This is an optimization exercise on Yosys and OpenROAD, whose aim is small area, a short achievable clock period and few clock cycles, not a production implementation. Only simulation tests tie the RTL to the original design; equivalence was not proved. Power is estimated from default activity; no workload was simulated.

## flow/run.sh

```bash
#!/bin/bash
# synth_recipe.tcl (not shown) runs the flow's synth.tcl, then flattens the netlist and writes it again
# the make line also repeats each setting of config.mk as NAME=value (left out here)
make -C /OpenROAD-flow-scripts/flow DESIGN_CONFIG=/design/flow/config.mk WORK_HOME=/design/flow/orfs CLKGATE_MAP_FILE= SYNTH_SCRIPT=/design/flow/synth_recipe.tcl finish
```

## flow/config.mk

```make
export PLATFORM = sky130hd
export DESIGN_NAME = Cpu
export DESIGN_NICKNAME = Cpu
export VERILOG_FILES = /design/flow/design.v
export SDC_FILE = /design/flow/constraint.sdc
export NUM_CORES = 4
export LEC_CHECK = 0
export CAP_MARGIN = 20
export CORE_MARGIN = 2
export CORE_UTILIZATION = 40
export SLEW_MARGIN = 20
```

## flow/constraint.sdc

```tcl
create_clock -name core_clock -period 8.0 [get_ports {clk}]
set_input_delay 1.6000 -clock core_clock [delete_from_list [all_inputs] [get_ports {clk}]]
set_output_delay 1.6000 -clock core_clock [all_outputs]
set_load 0.01 [all_outputs]
```

## flow/design.v

```verilog
`timescale 1ns / 1ps
module Fetch_Unit (
    input clk,
    input rstn,
    output reg [32-1:0] o_mem_pc,
    input [32-1:0] i_mem_inst,
    input [32-1:0] i_mem_addr,
    output reg [32-1:0] o_du_inst,
    output reg [32-1:0] o_du_addr,
    output reg o_du_branch_taken,
    input i_du_stall,
    input i_exec_flush,
    input [32-1:0] i_exec_pc,
    output reg o_exec_sig_align_error
);
  reg flush_flag;
  reg [32-1:0] pc;
  reg [32-1:0] pc_add_4;
  reg [32-1:0] branch_pc;
  reg [32-1:0] inst_buf[1:0];
  reg [32-1:0] addr_buf[1:0];
  reg branch_taken_buf;
  always @(*) begin
    o_mem_pc = i_du_stall ? pc - 4 : pc;
    o_du_inst = inst_buf[1];
    o_du_addr = addr_buf[1];
    pc_add_4 = pc + 32'd4;
    o_du_branch_taken = branch_taken_buf;
  end
  reg [32-1:0] imm_JAL;
  reg is_JAL;
  reg [32-1:0] imm_B;
  reg is_Branch;
  reg [6:0] opcode;
  reg branch_taken;
  always @(*) begin
    opcode = inst_buf[0][6:0];
    imm_JAL = {
      {(32 - 20) {inst_buf[0][31]}},
      inst_buf[0][19:12],
      inst_buf[0][20],
      inst_buf[0][30:21],
      1'b0
    };
    is_JAL = opcode == 7'b1101111;
    imm_B = {
      {(32 - 12) {inst_buf[0][31]}}, inst_buf[0][7], inst_buf[0][30:25], inst_buf[0][11:8], 1'b0
    };
    is_Branch = opcode == 7'b1100011;
    branch_taken = is_JAL | (is_Branch & imm_B[31]);
    branch_pc = is_JAL ? addr_buf[0] + imm_JAL : is_Branch ? addr_buf[0] + imm_B : 0;
  end
  always @(posedge clk or negedge rstn) begin
    if (!rstn) begin
      pc <= 32'b0;
      addr_buf[0] <= -32'd1;
      addr_buf[1] <= -32'd1;
      o_exec_sig_align_error <= 0;
      flush_flag <= 1;
    end else begin
      if (i_exec_flush) begin
        addr_buf[0] <= -32'd1;
        addr_buf[1] <= -32'd1;
        flush_flag  <= 1;
        if (i_exec_pc[1:0] != 2'b0) begin
          pc <= 32'h0;
          o_exec_sig_align_error <= 1;
        end else begin
          pc <= i_exec_pc;
          o_exec_sig_align_error <= 0;
        end
      end else if (i_du_stall) begin
        pc <= pc;
        addr_buf[0] <= addr_buf[0];
        addr_buf[1] <= addr_buf[1];
      end else if (branch_taken) begin
        pc <= branch_pc;
        addr_buf[1] <= addr_buf[0];
        addr_buf[0] <= -32'd1;
        flush_flag <= 1;
      end else if (flush_flag) begin
        pc <= pc_add_4;
        addr_buf[1] <= addr_buf[0];
        addr_buf[0] <= -32'd1;
        flush_flag <= 0;
      end else begin
        pc <= pc_add_4;
        addr_buf[1] <= addr_buf[0];
        addr_buf[0] <= i_mem_addr;
      end
    end
  end
  always @(posedge clk or negedge rstn) begin
    if (!rstn) begin
      inst_buf[0] <= 32'h00000013;
      inst_buf[1] <= 32'h00000013;
    end else begin
      if (i_exec_flush) begin
        inst_buf[0] <= 32'h00000013;
        inst_buf[1] <= 32'h00000013;
      end else if (i_du_stall) begin
        inst_buf[0] <= inst_buf[0];
        inst_buf[1] <= inst_buf[1];
      end else if (branch_taken) begin
        inst_buf[1] <= inst_buf[0];
        inst_buf[0] <= 32'h00000013;
      end else if (flush_flag) begin
        inst_buf[1] <= inst_buf[0];
        inst_buf[0] <= 32'h00000013;
      end else begin
        inst_buf[1] <= inst_buf[0];
        inst_buf[0] <= i_mem_inst;
      end
    end
  end
  always @(posedge clk or negedge rstn) begin
    if (!rstn) begin
      branch_taken_buf <= 0;
    end else begin
      if (i_exec_flush) begin
        branch_taken_buf <= 0;
      end else if (i_du_stall) begin
        branch_taken_buf <= branch_taken_buf;
      end else begin
        branch_taken_buf <= branch_taken;
      end
    end
  end
endmodule
`timescale 1ns / 1ps
module Decode_Unit (
    input clk,
    input rstn,
    input [32-1:0] i_fu_inst,
    input [32-1:0] i_fu_addr,
    input i_fu_branch_taken,
    output reg o_fu_stall,
    output reg [4:0] o_reg_rs1,
    output reg [4:0] o_reg_rs2,
    input i_exec_stall,
    input i_exec_flush,
    output reg o_exec_branch_taken,
    output reg [4:0] o_exec_rs1,
    output reg [4:0] o_exec_rs2,
    output reg [4:0] o_exec_rd,
    output reg [1:0] o_exec_src2_type,
    output reg [4:0] o_exec_opcode,
    output reg [32-1:0] o_exec_pc,
    output reg [32-1:0] o_exec_imm,
    output reg o_exec_is_load
);
  parameter src_imm = 0, src_reg = 1, src_pc = 2, src_zero = 3;
  parameter op_add = 0, op_sub = 1,   
  op_and = 2, op_or = 3, op_xor = 4,   
  op_slt = 5, op_sltu = 6,   
  op_sll = 7, op_srl = 8, op_sra = 9,   
  op_jal = 10, op_jalr = 11,   
  op_beq = 12, op_bne = 13, op_blt = 14, op_bge = 15, op_bltu = 16, op_bgeu = 17,   
  op_lui = 18, op_auipc = 19,   
  op_lb = 20, op_lh = 21, op_lw = 22, op_lbu = 23, op_lhu = 24,   
  op_sb = 25, op_sh = 26, op_sw = 27,   
  op_nop = 31;
  reg [32-1:0] inst_buf;
  reg [32-1:0] addr_buf;
  reg branch_taken_buf;
  always @(posedge clk or negedge rstn) begin
    if (!rstn) begin
      inst_buf <= 32'h00000013;
      addr_buf <= -32'd1;
      branch_taken_buf <= 0;
    end else begin
      if (i_exec_flush) begin
        inst_buf <= 32'h00000013;
        addr_buf <= -32'd1;
        branch_taken_buf <= 0;
      end else if (i_exec_stall) begin
        inst_buf <= inst_buf;
        addr_buf <= addr_buf;
        branch_taken_buf <= branch_taken_buf;
      end else begin
        inst_buf <= i_fu_inst;
        addr_buf <= i_fu_addr;
        branch_taken_buf <= i_fu_branch_taken;
      end
    end
  end
  wire [6:0] funct7;
  wire [4:0] rs2;
  wire [4:0] rs1;
  wire [2:0] funct3;
  wire [4:0] rd;
  wire [6:0] opcode;
  assign funct7 = inst_buf[31:25];
  assign rs2 = inst_buf[24:20];
  assign rs1 = inst_buf[19:15];
  assign funct3 = inst_buf[14:12];
  assign rd = inst_buf[11:7];
  assign opcode = inst_buf[6:0];
  reg [31:0] imm_I, imm_S, imm_B, imm_U, imm_J;
  always @(*) begin
    imm_I = {{21{inst_buf[31]}}, inst_buf[30:20]};
    imm_S = {{21{inst_buf[31]}}, inst_buf[30:25], inst_buf[11:7]};
    imm_B = {{20{inst_buf[31]}}, inst_buf[7], inst_buf[30:25], inst_buf[11:8], 1'b0};
    imm_U = {inst_buf[31:12], 12'b0};
    imm_J = {{12{inst_buf[31]}}, inst_buf[19:12], inst_buf[20], inst_buf[30:21], 1'b0};
  end
  reg is_R_type, is_I_type, is_S_type, is_B_type, is_U_type, is_J_type;
  always @(*) begin
    is_R_type = opcode == 7'b0110011;
    is_I_type = opcode == 7'b0010011 | opcode == 7'b1100111 | opcode == 7'b0000011;
    is_S_type = opcode == 7'b0100011;
    is_B_type = opcode == 7'b1100011;
    is_U_type = opcode == 7'b0110111 | opcode == 7'b0010111;
    is_J_type = opcode == 7'b1101111;
  end
  always @(*) begin
    o_fu_stall = i_exec_stall;
    o_reg_rs1 = rs1;
    o_reg_rs2 = rs2;
    o_exec_branch_taken = branch_taken_buf;
    o_exec_rs1 = rs1;
    o_exec_rs2 = rs2;
    o_exec_rd = (is_B_type | is_S_type) ? 0 : rd;
    o_exec_pc = addr_buf;
    o_exec_imm = is_I_type ? imm_I : is_S_type ? imm_S : is_B_type ? imm_B : is_U_type ? imm_U : is_J_type ? imm_J : 32'b0;
    o_exec_is_load = opcode == 7'b0000011;
  end
  always @(*) begin
    if (is_R_type) begin
      o_exec_src2_type = src_reg;
    end else if (is_I_type) begin
      o_exec_src2_type = src_imm;
    end else if (is_S_type) begin
      o_exec_src2_type = src_reg;
    end else if (is_B_type) begin
      o_exec_src2_type = src_reg;
    end else if (is_U_type) begin
      o_exec_src2_type = src_imm;
    end else if (is_J_type) begin
      o_exec_src2_type = src_imm;
    end else begin   
      o_exec_src2_type = src_imm;
    end
  end
  always @(*) begin
    if (opcode == 7'b0110111) begin   
      o_exec_opcode = op_lui;
    end else if (opcode == 7'b0010111) begin   
      o_exec_opcode = op_auipc;
    end else if (opcode == 7'b1101111) begin   
      o_exec_opcode = op_jal;
    end else if (opcode == 7'b1100111) begin   
      o_exec_opcode = op_jalr;
    end else if (opcode == 7'b1100011) begin   
      case (funct3)
        3'b000:  o_exec_opcode = op_beq;
        3'b001:  o_exec_opcode = op_bne;
        3'b100:  o_exec_opcode = op_blt;
        3'b101:  o_exec_opcode = op_bge;
        3'b110:  o_exec_opcode = op_bltu;
        3'b111:  o_exec_opcode = op_bgeu;
        default: o_exec_opcode = op_nop;
      endcase
    end else if (opcode == 7'b0000011) begin   
      case (funct3)
        3'b000:  o_exec_opcode = op_lb;
        3'b001:  o_exec_opcode = op_lh;
        3'b010:  o_exec_opcode = op_lw;
        3'b100:  o_exec_opcode = op_lbu;
        3'b101:  o_exec_opcode = op_lhu;
        default: o_exec_opcode = op_nop;
      endcase
    end else if (opcode == 7'b0100011) begin   
      case (funct3)
        3'b000:  o_exec_opcode = op_sb;
        3'b001:  o_exec_opcode = op_sh;
        3'b010:  o_exec_opcode = op_sw;
        default: o_exec_opcode = op_nop;
      endcase
    end else if (opcode == 7'b0010011 | opcode == 7'b0110011) begin   
      case (funct3)
        3'b000:
        if (opcode == 7'b0110011 & funct7[5] == 1) o_exec_opcode = op_sub;
        else o_exec_opcode = op_add;
        3'b010: o_exec_opcode = op_slt;
        3'b011: o_exec_opcode = op_sltu;
        3'b100: o_exec_opcode = op_xor;
        3'b110: o_exec_opcode = op_or;
        3'b111: o_exec_opcode = op_and;
        3'b001: o_exec_opcode = op_sll;
        3'b101:
        case (funct7[5])
          0: o_exec_opcode = op_srl;
          1: o_exec_opcode = op_sra;
        endcase
      endcase
    end else begin
      o_exec_opcode = op_nop;
    end
  end
endmodule
`timescale 1ns / 1ps
module Execute_Unit (
    input clk,
    input rstn,
    input [4:0] i_du_rs1,   
    input [4:0] i_du_rs2,   
    input [4:0] i_du_rd,   
    input [1:0] i_du_src2_type,
    input [4:0] i_du_opcode,
    input [32-1:0] i_du_pc,
    input [32-1:0] i_du_imm,
    input i_du_branch_taken,
    output o_du_stall,
    output o_du_flush,
    input i_du_is_load,
    input [32-1:0] i_reg_data1,
    input [32-1:0] i_reg_data2,
    output o_fu_flush,
    output reg [32-1:0] o_fu_pc,
    input i_fu_sig_align_error,
    output reg [32-1:0] o_mau_addr_r,
    output reg [1:0] o_mau_len_r,
    output reg o_mau_is_signed,
    output o_mau_read_en,
    output reg [32-1:0] o_mau_addr_w,
    output reg [32-1:0] o_mau_data_w,
    output reg [1:0] o_mau_len_w,
    output o_mau_write_en,
    output [4:0] o_mau_rd,
    output [32-1:0] o_mau_res,
    input [4:0] i_mau_bypass_reg,
    input [32-1:0] i_mau_bypass_data,
    input [4:0] i_wb_bypass_reg,
    input [32-1:0] i_wb_bypass_data
);
  parameter src_imm = 0, src_reg = 1, src_pc = 2, src_zero = 3;
  parameter op_add = 0, op_sub = 1,   
  op_and = 2, op_or = 3, op_xor = 4,   
  op_slt = 5, op_sltu = 6,   
  op_sll = 7, op_srl = 8, op_sra = 9,   
  op_jal = 10, op_jalr = 11,   
  op_beq = 12, op_bne = 13, op_blt = 14, op_bge = 15, op_bltu = 16, op_bgeu = 17,   
  op_lui = 18, op_auipc = 19,   
  op_lb = 20, op_lh = 21, op_lw = 22, op_lbu = 23, op_lhu = 24,   
  op_sb = 25, op_sh = 26, op_sw = 27,   
  op_nop = 31;
  reg [32-1:0] rs1_data_buffer, rs2_data_buffer, pc_buffer, imm_buffer;   
  reg [4:0] rd_buffer, rs1_buffer, rs2_buffer, opcode_buffer;
  reg [1:0] src2_type;
  reg branch_taken, should_branch, flush_flag, load_flag;
  reg [32-1:0] res;
  always @(posedge clk or negedge rstn) begin
    if (!rstn) begin
      rs1_buffer <= 0;
      rs1_data_buffer <= 0;
      rs2_buffer <= 0;
      rs2_data_buffer <= 0;
      pc_buffer <= 0;
      imm_buffer <= 0;
      rd_buffer <= 0;
      branch_taken <= 0;
      load_flag <= 0;
      src2_type <= src_zero;
      opcode_buffer <= op_nop;
    end else begin
      if (flush_flag) begin   
        rs1_buffer <= 0;
        rs1_data_buffer <= 0;
        rs2_buffer <= 0;
        rs2_data_buffer <= 0;
        pc_buffer <= 0;
        imm_buffer <= 0;
        rd_buffer <= 0;
        branch_taken <= 0;
        load_flag <= 0;
        src2_type <= src_zero;
        opcode_buffer <= op_nop;
      end else begin
        rs1_data_buffer <= (i_du_rs1 == 0 | o_du_stall) ? 0 : (i_du_rs1 == rd_buffer) ? res : (i_du_rs1 == i_mau_bypass_reg) ? i_mau_bypass_data : (i_du_rs1 == i_wb_bypass_reg) ? i_wb_bypass_data : i_reg_data1;
        rs2_data_buffer <= (i_du_rs2 == 0 | o_du_stall) ? 0 : (i_du_rs2 == rd_buffer) ? res : (i_du_rs2 == i_mau_bypass_reg) ? i_mau_bypass_data : (i_du_rs2 == i_wb_bypass_reg) ? i_wb_bypass_data : i_reg_data2;
        rs1_buffer <= o_du_stall ? 0 : i_du_rs1;
        rs2_buffer <= o_du_stall ? 0 : i_du_rs2;
        pc_buffer <= o_du_stall ? 0 : i_du_pc;
        imm_buffer <= o_du_stall ? 0 : i_du_imm;
        rd_buffer <= o_du_stall ? 0 : i_du_rd;
        opcode_buffer <= o_du_stall ? op_nop : i_du_opcode;
        src2_type <= o_du_stall ? src_zero : i_du_src2_type;
        branch_taken <= o_du_stall ? 0 : i_du_branch_taken;
        load_flag <= o_du_stall ? 0 : i_du_is_load;
      end
    end
  end
  always @(*) begin
    res = 0;
    flush_flag = 0;
    should_branch = 0;
    o_fu_pc = 0;
    o_mau_addr_r = 0;
    o_mau_len_r = 0;
    o_mau_is_signed = 0;
    o_mau_addr_w = 0;
    o_mau_data_w = 0;
    o_mau_len_w = 0;
    case (opcode_buffer)
      op_add:
      if (src2_type == src_reg) res = rs1_data_buffer + rs2_data_buffer;
      else res = rs1_data_buffer + imm_buffer;
      op_sub: res = rs1_data_buffer - rs2_data_buffer;
      op_and:
      if (src2_type == src_reg) res = rs1_data_buffer & rs2_data_buffer;
      else res = rs1_data_buffer & imm_buffer;
      op_or:
      if (src2_type == src_reg) res = rs1_data_buffer | rs2_data_buffer;
      else res = rs1_data_buffer | imm_buffer;
      op_xor:
      if (src2_type == src_reg) res = rs1_data_buffer ^ rs2_data_buffer;
      else res = rs1_data_buffer ^ imm_buffer;
      op_slt:
      if (src2_type == src_reg)
        res = $signed(rs1_data_buffer) < $signed(rs2_data_buffer) ? 32'b1 : 32'b0;
      else res = $signed(rs1_data_buffer) < $signed(imm_buffer) ? 32'b1 : 32'b0;
      op_sltu:
      if (src2_type == src_reg) res = rs1_data_buffer < rs2_data_buffer ? 32'b1 : 32'b0;
      else res = rs1_data_buffer < imm_buffer ? 32'b1 : 32'b0;
      op_sll:
      if (src2_type == src_reg) res = rs1_data_buffer << (rs2_data_buffer & 32'b11111);
      else res = rs1_data_buffer << (imm_buffer & 32'b11111);
      op_srl:
      if (src2_type == src_reg) res = rs1_data_buffer >> (rs2_data_buffer & 32'b11111);
      else res = rs1_data_buffer >> (imm_buffer & 32'b11111);
      op_sra:
      if (src2_type == src_reg) res = $signed(rs1_data_buffer) >>> (rs2_data_buffer & 32'b11111);
      else res = $signed(rs1_data_buffer) >>> (imm_buffer & 32'b11111);
      op_jal: res = pc_buffer + 4;   
      op_jalr: begin
        o_fu_pc = (rs1_data_buffer + imm_buffer) & (~32'b1);
        flush_flag = 1;
        res = pc_buffer + 4;
      end
      op_beq, op_bne, op_blt, op_bge, op_bltu, op_bgeu: begin
        case (opcode_buffer)
          op_beq:  should_branch = rs1_data_buffer == rs2_data_buffer;
          op_bne:  should_branch = rs1_data_buffer != rs2_data_buffer;
          op_blt:  should_branch = $signed(rs1_data_buffer) < $signed(rs2_data_buffer);
          op_bge:  should_branch = $signed(rs1_data_buffer) >= $signed(rs2_data_buffer);
          op_bltu: should_branch = rs1_data_buffer < rs2_data_buffer;
          op_bgeu: should_branch = rs1_data_buffer >= rs2_data_buffer;
        endcase
        if (should_branch & !branch_taken) begin
          o_fu_pc = pc_buffer + imm_buffer;
          flush_flag = 1;
        end else if (!should_branch & branch_taken) begin
          o_fu_pc = pc_buffer + 4;
          flush_flag = 1;
        end
      end
      op_lui: res = imm_buffer;
      op_auipc: res = pc_buffer + imm_buffer;
      op_lb, op_lh, op_lw, op_lbu, op_lhu: begin
        o_mau_addr_r = rs1_data_buffer + imm_buffer;
        o_mau_len_r = (opcode_buffer == op_lb | opcode_buffer == op_lbu) ? 0 : (opcode_buffer == op_lh | opcode_buffer == op_lhu)? 1 : 2;
        o_mau_is_signed = (opcode_buffer == op_lb | opcode_buffer == op_lh | opcode_buffer == op_lw) ? 1 : 0;
      end
      op_sb, op_sh, op_sw: begin
        o_mau_addr_w = rs1_data_buffer + imm_buffer;
        o_mau_data_w = rs2_data_buffer;
        o_mau_len_w  = opcode_buffer == op_sb ? 0 : opcode_buffer == op_sh ? 1 : 2;
      end
      default: begin
        res = 0;
        flush_flag = 0;
      end
    endcase
  end
  assign o_fu_flush = flush_flag;
  assign o_du_flush = flush_flag;
  assign o_mau_read_en = opcode_buffer == op_lb | opcode_buffer == op_lh | opcode_buffer == op_lw | opcode_buffer == op_lbu | opcode_buffer == op_lhu;
  assign o_mau_write_en = opcode_buffer == op_sb | opcode_buffer == op_sh | opcode_buffer == op_sw;
  assign o_mau_rd = rd_buffer;
  assign o_mau_res = res;
  assign o_du_stall = i_fu_sig_align_error | (load_flag & rd_buffer != 0 & (rd_buffer == i_du_rs1 | rd_buffer == i_du_rs2));
endmodule
`timescale 1ns / 1ps
module Mem_Access_Unit (
    input clk,
    input rstn,
    input [32-1:0] i_exec_addr_r,
    input [1:0] i_exec_len_r,
    input i_exec_is_signed,
    input i_exec_read_en,
    input [32-1:0] i_exec_addr_w,
    input [32-1:0] i_exec_data_w,
    input [1:0] i_exec_len_w,
    input i_exec_write_en,
    input [4:0] i_exec_rd,
    input [32-1:0] i_exec_res,
    output [4:0] o_exec_bypass_reg,
    output [32-1:0] o_exec_bypass_data,
    output o_mem_read_en,
    output [32-1:0] o_mem_addr_r,
    input  [32-1:0] i_mem_data_r,
    output [32-1:0] o_mem_addr_w,
    output [32-1:0] o_mem_data_w,
    output [1:0] o_mem_len_w,
    output o_mem_write_en,
    output reg [4:0] o_wb_rd,
    output reg [32-1:0] o_wb_res
);
  reg [4:0] rd_buffer;
  reg [32-1:0] res_buffer;
  reg [1:0] len_r_buffer;
  reg is_signed_buffer;
  reg read_en_buffer;
  reg write_en_buffer;
  always @(posedge clk or negedge rstn) begin
    if (!rstn) begin
      rd_buffer <= 0;
      res_buffer <= 0;
      len_r_buffer <= 0;
      is_signed_buffer <= 0;
      read_en_buffer <= 0;
      write_en_buffer <= 0;
    end else begin
      rd_buffer <= i_exec_rd;
      res_buffer <= i_exec_res;
      len_r_buffer <= i_exec_len_r;
      is_signed_buffer <= i_exec_is_signed;
      read_en_buffer <= i_exec_read_en;
      write_en_buffer <= i_exec_write_en;
    end
  end
  assign o_mem_read_en = i_exec_read_en;
  assign o_mem_addr_r = i_exec_addr_r;
  assign o_mem_addr_w = i_exec_addr_w;
  assign o_mem_data_w = i_exec_data_w;
  assign o_mem_len_w = i_exec_len_w;
  assign o_mem_write_en = i_exec_write_en;
  assign o_exec_bypass_reg = o_wb_rd;
  assign o_exec_bypass_data = o_wb_res;
  always @(*) begin
    if (read_en_buffer) begin
      o_wb_rd = rd_buffer;
      case (len_r_buffer)
        0:   
        case (is_signed_buffer)
          1: o_wb_res = {{24{i_mem_data_r[7]}}, i_mem_data_r[7:0]};
          0: o_wb_res = {24'b0, i_mem_data_r[7:0]};
        endcase
        1:   
        case (is_signed_buffer)
          1: o_wb_res = {{16{i_mem_data_r[15]}}, i_mem_data_r[15:0]};
          0: o_wb_res = {16'b0, i_mem_data_r[15:0]};
        endcase
        default:   
        o_wb_res = i_mem_data_r;
      endcase
    end else if (write_en_buffer) begin
      o_wb_rd  = 0;
      o_wb_res = 0;
    end else begin
      o_wb_rd  = rd_buffer;
      o_wb_res = res_buffer;
    end
  end
endmodule
`timescale 1ns / 1ps
module Write_Back_Unit (
    input clk,
    input rstn,
    input [4:0] i_mau_rd,
    input [32-1:0] i_mau_res,
    output o_reg_write_en,
    output [4:0] o_reg_addr,
    output [32-1:0] o_reg_data,
    output [32-1:0] o_exec_bypass_data,
    output [4:0] o_exec_bypass_reg
);
  reg [4:0] addr_buffer;
  reg [32-1:0] data_buffer;
  always @(posedge clk) begin
    if (!rstn) begin
      addr_buffer <= 0;
      data_buffer <= 0;
    end else begin
      addr_buffer <= i_mau_rd;
      data_buffer <= i_mau_res;
    end
  end
  assign o_reg_write_en = addr_buffer != 0;
  assign o_reg_addr = addr_buffer;
  assign o_reg_data = data_buffer;
  assign o_exec_bypass_reg = addr_buffer;
  assign o_exec_bypass_data = data_buffer;
endmodule
`timescale 1ns / 1ps
module Register_File (
    input clk,
    input rstn,
    input [4:0] i_du_rs1,
    input [4:0] i_du_rs2,
    output [32-1:0] o_exec_data1,
    output [32-1:0] o_exec_data2,
    input i_wb_write_en,
    input [4:0] i_wb_rd,
    input [32-1:0] i_wb_data
);
  integer i;
  reg [32-1:0] GPRs[31:1];   
  assign o_exec_data1 = (i_du_rs1 == 0) ? 0 : GPRs[i_du_rs1];
  assign o_exec_data2 = (i_du_rs2 == 0) ? 0 : GPRs[i_du_rs2];
  always @(posedge clk or negedge rstn) begin
    if (!rstn) begin
      for (i = 1; i < 32; i = i + 1) begin
        GPRs[i] <= 32'b0;
      end
    end else begin
      if (i_wb_write_en) begin
        GPRs[i_wb_rd] <= i_wb_data;
      end
    end
  end
endmodule
`timescale 1ps / 1ps
module Cpu (
    input clk,
    input rstn,
    output [32-1:0] pc,
    input [32-1:0] inst,
    input [32-1:0] pc_copy,
    output read_en,
    output [32-1:0] read_addr,
    input [32-1:0] read_data,
    output write_en,
    output [32-1:0] write_addr,
    output [32-1:0] write_data,
    output [1:0] write_len
);
  wire [31:0] fu_du_inst, fu_du_addr, exec_fu_pc, du_exec_pc, du_exec_imm, reg_exec_data1, reg_exec_data2, exec_mau_addr_r, exec_mau_addr_w, exec_mau_data_w, exec_mau_res, mau_exec_bypass_data, wb_exec_res, mau_wb_res, wb_reg_data;
  wire [4:0] du_reg_rs1, du_reg_rs2, du_exec_rs1, du_exec_rs2, du_exec_rd, du_exec_opcode, exec_mau_rd, mau_exec_bypass_reg, wb_exec_bypass_reg, mau_wb_rd, wb_reg_rd;
  wire [1:0] du_exec_src2_type, exec_mau_len_r, exec_mau_len_w;
  wire fu_du_branch_taken,du_fu_stall,exec_fu_flush,fu_exec_align_error,exec_du_stall,exec_du_flush,du_exec_branch_taken,du_exec_is_load,exec_mau_is_signed,exec_mau_read_en,exec_mau_write_en,wb_reg_write_en;
  Fetch_Unit fetch_unit_inst (
      .clk(clk),
      .rstn(rstn),
      .o_mem_pc(pc),
      .i_mem_inst(inst),
      .i_mem_addr(pc_copy),
      .o_du_inst(fu_du_inst),
      .o_du_addr(fu_du_addr),
      .o_du_branch_taken(fu_du_branch_taken),
      .i_du_stall(du_fu_stall),
      .i_exec_flush(exec_fu_flush),
      .i_exec_pc(exec_fu_pc),
      .o_exec_sig_align_error(fu_exec_align_error)
  );
  Decode_Unit decode_unit_inst (
      .clk(clk),
      .rstn(rstn),
      .i_fu_inst(fu_du_inst),
      .i_fu_addr(fu_du_addr),
      .i_fu_branch_taken(fu_du_branch_taken),
      .o_fu_stall(du_fu_stall),
      .o_reg_rs1(du_reg_rs1),
      .o_reg_rs2(du_reg_rs2),
      .i_exec_stall(exec_du_stall),
      .i_exec_flush(exec_du_flush),
      .o_exec_branch_taken(du_exec_branch_taken),
      .o_exec_rs1(du_exec_rs1),
      .o_exec_rs2(du_exec_rs2),
      .o_exec_rd(du_exec_rd),
      .o_exec_src2_type(du_exec_src2_type),
      .o_exec_opcode(du_exec_opcode),
      .o_exec_pc(du_exec_pc),
      .o_exec_imm(du_exec_imm),
      .o_exec_is_load(du_exec_is_load)
  );
  Execute_Unit execute_unit_inst (
      .clk(clk),
      .rstn(rstn),
      .i_du_rs1(du_exec_rs1),
      .i_du_rs2(du_exec_rs2),
      .i_du_rd(du_exec_rd),
      .i_du_src2_type(du_exec_src2_type),
      .i_du_opcode(du_exec_opcode),
      .i_du_pc(du_exec_pc),
      .i_du_imm(du_exec_imm),
      .i_du_branch_taken(du_exec_branch_taken),
      .o_du_stall(exec_du_stall),
      .o_du_flush(exec_du_flush),
      .i_reg_data1(reg_exec_data1),
      .i_reg_data2(reg_exec_data2),
      .o_fu_flush(exec_fu_flush),
      .o_fu_pc(exec_fu_pc),
      .i_fu_sig_align_error(fu_exec_align_error),
      .o_mau_addr_r(exec_mau_addr_r),
      .o_mau_len_r(exec_mau_len_r),
      .o_mau_is_signed(exec_mau_is_signed),
      .o_mau_read_en(exec_mau_read_en),
      .o_mau_addr_w(exec_mau_addr_w),
      .o_mau_data_w(exec_mau_data_w),
      .o_mau_len_w(exec_mau_len_w),
      .o_mau_write_en(exec_mau_write_en),
      .o_mau_rd(exec_mau_rd),
      .o_mau_res(exec_mau_res),
      .i_mau_bypass_reg(mau_exec_bypass_reg),
      .i_mau_bypass_data(mau_exec_bypass_data),
      .i_wb_bypass_reg(wb_exec_bypass_reg),
      .i_wb_bypass_data(wb_exec_res),
      .i_du_is_load(du_exec_is_load)
  );
  Mem_Access_Unit mem_access_unit_inst (
      .clk(clk),
      .rstn(rstn),
      .i_exec_addr_r(exec_mau_addr_r),
      .i_exec_len_r(exec_mau_len_r),
      .i_exec_is_signed(exec_mau_is_signed),
      .i_exec_read_en(exec_mau_read_en),
      .i_exec_addr_w(exec_mau_addr_w),
      .i_exec_data_w(exec_mau_data_w),
      .i_exec_len_w(exec_mau_len_w),
      .i_exec_write_en(exec_mau_write_en),
      .i_exec_rd(exec_mau_rd),
      .i_exec_res(exec_mau_res),
      .o_exec_bypass_reg(mau_exec_bypass_reg),
      .o_exec_bypass_data(mau_exec_bypass_data),
      .o_mem_addr_r(read_addr),
      .i_mem_data_r(read_data),
      .o_mem_addr_w(write_addr),
      .o_mem_data_w(write_data),
      .o_mem_len_w(write_len),
      .o_mem_write_en(write_en),
      .o_wb_rd(mau_wb_rd),
      .o_wb_res(mau_wb_res),
      .o_mem_read_en(read_en)
  );
  Write_Back_Unit write_back_unit_inst (
      .clk(clk),
      .rstn(rstn),
      .i_mau_rd(mau_wb_rd),
      .i_mau_res(mau_wb_res),
      .o_reg_write_en(wb_reg_write_en),
      .o_reg_addr(wb_reg_rd),
      .o_reg_data(wb_reg_data),
      .o_exec_bypass_data(wb_exec_res),
      .o_exec_bypass_reg(wb_exec_bypass_reg)
  );
  Register_File register_file_inst (
      .clk(clk),
      .rstn(rstn),
      .i_du_rs1(du_reg_rs1),
      .i_du_rs2(du_reg_rs2),
      .o_exec_data1(reg_exec_data1),
      .o_exec_data2(reg_exec_data2),
      .i_wb_write_en(wb_reg_write_en),
      .i_wb_rd(wb_reg_rd),
      .i_wb_data(wb_reg_data)
  );
endmodule
```

==> out/results.ini <==
[setup_path]
timing.critical_path.cells = ha_1 > fa_1 > nor2b_1 > o311a_1 > o311a_1 > a2111oi_4 > o21ai_1 > nand4_1 > and4bb_2 > mux2i_1 > and2_1 > nor2_1 > clkdlybuf4s50_1
worstSetupPathType = register to primary output
crit_family = simple AND/OR/NAND/NOR gates
worstPathArrival_ns = 5.91
critPathSlowestCell = sky130_fd_sc_hd__clkdlybuf4s50_1
setup.worst_path.start_class = register
cp_slowest_stage_delay_ns = 0.67
setup.worst_path.end_class = primary output
cpMostUsedCell = sky130_fd_sc_hd__o311a_1
critPathBufInv = 1
critical_path_peak_fanout = 8
critical_path_required_ns = 6.40

[synthesis]
synth_edf_count = 0
synth_seq_area_share_pct = 40.9
count_of_state_elements_after_synthesis = 1441
ys_types = 99
post_synth_instance_area_um2 = 88100
synth_top_flop_cell = sky130_fd_sc_hd__dfrtp_1
synth.avg_cell_area_um2 = 9.51
synth-async-reset-ratio_pct = 97.4
syn-instance-count = 9265
ys_warn_count = 9
mappedNetlistNets = 9643

[status]
result_of_the_run = no timing/DRC/antenna violations

[clock_network]
cts_buffers = 158
numClockSinks = 1441
insertion_delay_ns = 0.89
clock_tree.root_cell = sky130_fd_sc_hd__clkbuf_16
postCtsHoldBufs = 0
post_cts_setup_repair_buffer_count = 0
clk_transition_reported_paths_ns = 0.07
cts-root-to-sink-buffers = 3
tritoncts = done
post_cts_resized = 0
cts_max_level = 4

[sta]
achievable-frequency_ghz = 0.133
fin_skew_ns = 0.0884
timing.slew.headroom_pct = 13.8
setup_viol = 0
final_hold_viol_count = 0
drv_slew = 0
period_share_pct = 93.9
finalCriticalPeriod_ns = 7.51
worstMarginPinSlew_ns = 1.28
tns_ns = 0
rsz0062_at_grt = no

[final_layout]
largest_register = register_file_inst.GPRs
layout.cells.most_common = sky130_fd_sc_hd__dfrtp_1
nNetsFinal = 9533
final_cell_mix = sky130_fd_sc_hd__dfrtp_1, sky130_fd_sc_hd__mux2_2, sky130_fd_sc_hd__a22oi_1, sky130_fd_sc_hd__nand2_1, sky130_fd_sc_hd__a21oi_1
postLayoutCoreUtil_pct = 45.5
drive_above_1_share_pct = 20.4
largest_register_ffs = 992
synthToLayoutAreaGrowth_pct = 13.2
top_regs = register_file_inst.GPRs: 992 flops, fetch_unit_inst.addr_buf: 64 flops, fetch_unit_inst.inst_buf: 64 flops

[route]
vias_per_cell = 7.21
drt_pass1_iterations = 14
route.detailed.wl_per_inst_um = 39.7
remaining_drcs = 0
via_count = 87839
antenna_left = 0
initialDrtViolationCount = 17222
routed_wirelength_mm = 483

[pwr]
ir_drop_worst_vdd_v = 0.000218
power.static_leakage_uw = 0.0449
power_density_nw_per_um2 = 357

[floorplan]
total_core_area_um2 = 219000
std_cell_rows = 172
initial_core_util_pct = 40.2
die_footprint_um2 = 224000
chipWidth_um = 473
top_level_ports = 230
y_dimension_of_the_die_um = 473

[hold_path]
worstHoldPathType = register to register

[placed_design]
hpwl_mm = 315
buffer_ports.inserted = 229
place.gp.congestion = 1.10

[flow_run]
cap_viol_max_count = 0

[grt]
grt_first_pass_wirelength_mm = 663
final_global_route_overflow_total = 0
grt_pass1_vias = 82364
grt_start_max_net_pins = 180
aggregate_global_route_resource_usage_pct = 41.8
grt_antenna_before_repair = 38

-- tightest hold or removal path: stages (launching register included) --
cell and delay, ns:
sky130_fd_sc_hd__dfstp_2 0.37, sky130_fd_sc_hd__nand2_1 0.05, sky130_fd_sc_hd__nand3_1 0.07
-- per-layer routing --
metal	up-vias	share of wire [%]	track usage (%)
met1	43420	38	54.4
met5	-	0.067	0.735
met4	33	8.7	28.4
met2	7945	38	55.5
li1	34194	-	-
met3	2247	15	17.5
-- power breakdown --
part	switching [uW]	internal, uW	total, uW
registers	2130	8740	10900
clock network	3410	4530	7930
logic	11900	4850	16800
-- kinds of logic after synthesis --
kind of cell | Yosys count | share of synthesized area, %
DFF | 1441 | 40.9
AOI/OAI and AO/OA | 2641 | 20.3
xor gates and xnor gates | 214 | 2.13
buffers and inverters | 1021 | 4.43
muxes | 1143 | 14.8
adders and majority gates | 280 | 4.03
and+or+nand+nor | 2525 | 13.4
-- layout make-up --
cell class	instances	area (um2)
multi-input combinational	6803	49000
sequential	1441	36000
inverter	250	941
tap	2871	3590
fill	20861	120000
clock inverter	83	1100
clock buffer	211	4500
timing repair buffer	501	4510
antenna	19	47.5
-- worst paths after layout --
check / startpoint / end / slack [ns] / cells after the start
setup / recovery: execute_unit_inst.imm_buffer[0] / write_addr[28] / 0.49 / 13
hold / removal: fetch_unit_inst.addr_buf[1][10] / decode_unit_inst.addr_buf[10] / 0.47 / 2
setup reg to reg: execute_unit_inst.rs1_data_buffer[0] / fetch_unit_inst.pc[28] / 1.01 / 25
hold reg to reg: fetch_unit_inst.addr_buf[1][10] / decode_unit_inst.addr_buf[10] / 0.47 / 2
max in group asynchronous: rstn / fetch_unit_inst.inst_buf[0][18] / 5.27 / 3
min in group asynchronous: rstn / register_file_inst.GPRs[20][27] / 0.75 / 1
-- synth_stat cells, types with 74 or more instances --
cell type	count	share of area, %
sky130_fd_sc_hd__xnor2_1	136	1.4
sky130_fd_sc_hd__nand4_1	175	1.2
sky130_fd_sc_hd__o22ai_1	93	0.66
sky130_fd_sc_hd__nor3_1	190	1.1
sky130_fd_sc_hd__dfstp_2	113	3.4
sky130_fd_sc_hd__clkbuf_1	653	2.8
sky130_fd_sc_hd__nand2_1	827	3.5
sky130_fd_sc_hd__a22oi_1	886	7.6
sky130_fd_sc_hd__a21oi_1	597	3.4
sky130_fd_sc_hd__buf_1	87	0.37
sky130_fd_sc_hd__mux2i_1	108	1.2
sky130_fd_sc_hd__xor2_1	78	0.78
sky130_fd_sc_hd__a21o_1	74	0.63
sky130_fd_sc_hd__a211oi_1	76	0.65
sky130_fd_sc_hd__and3_1	81	0.58
sky130_fd_sc_hd__nor2_1	629	2.7
sky130_fd_sc_hd__mux2_2	1010	13
sky130_fd_sc_hd__ha_1	274	3.9
sky130_fd_sc_hd__inv_1	245	1.0
sky130_fd_sc_hd__o21ai_0	353	2.0
sky130_fd_sc_hd__nand3_1	257	1.5
sky130_fd_sc_hd__dfrtp_1	1291	37
-- through the flow --
| stage | power [uW] | setup slack (ns) | cell area (um2) | instances | hold WS (ns) |
|---|---|---|---|---|---|
| final | 35600 | 0.486 | 99700 | 12179 | 0.467 |
| after global routing | 36300 | 0.466 | 99700 | 12162 | 0.492 |
| after CTS | 34500 | 0.602 | 99600 | 12154 | 0.469 |
| after detailed placement | 26600 | 1.25 | 94000 | 11860 | 0.450 |
| after global placement | 26500 | 1.19 | 93900 | 11857 | 0.450 |
| after floorplan | 18800 | 2.93 | 88100 | 9265 | 0.420 |
Testbench counts, summed over its fixed seeds: cycles 44,112.

## what the ideal ports hide
In the flow no input, the clock included, has a driving cell. The finished layout below was timed again as built, in two steps. Step 1, drivers: a clkbuf_16 drives clk and a buf_2 each remaining input, both assumed. Step 2 adds t to the input delays and takes it off the output delays; t is the mean of the earliest and latest rising clock arrival at the registers after step 1. Input paths then give back, and output paths get back, about the clock's delay inside the block. Three values: ideal ports, drivers, drivers and shift; two values: the first two.
t, ns: 0.935
setup WS [ns]: 0.486 / 0.399 / 1.008
clock arrival spread, ns: 0.091 / 0.091
worst register clock-pin slew, ns: 0.08 / 0.08
After both steps this run still meets setup and hold. The setup slack of this run moves by -0.087 ns with the drivers and by +0.522 ns with both steps.
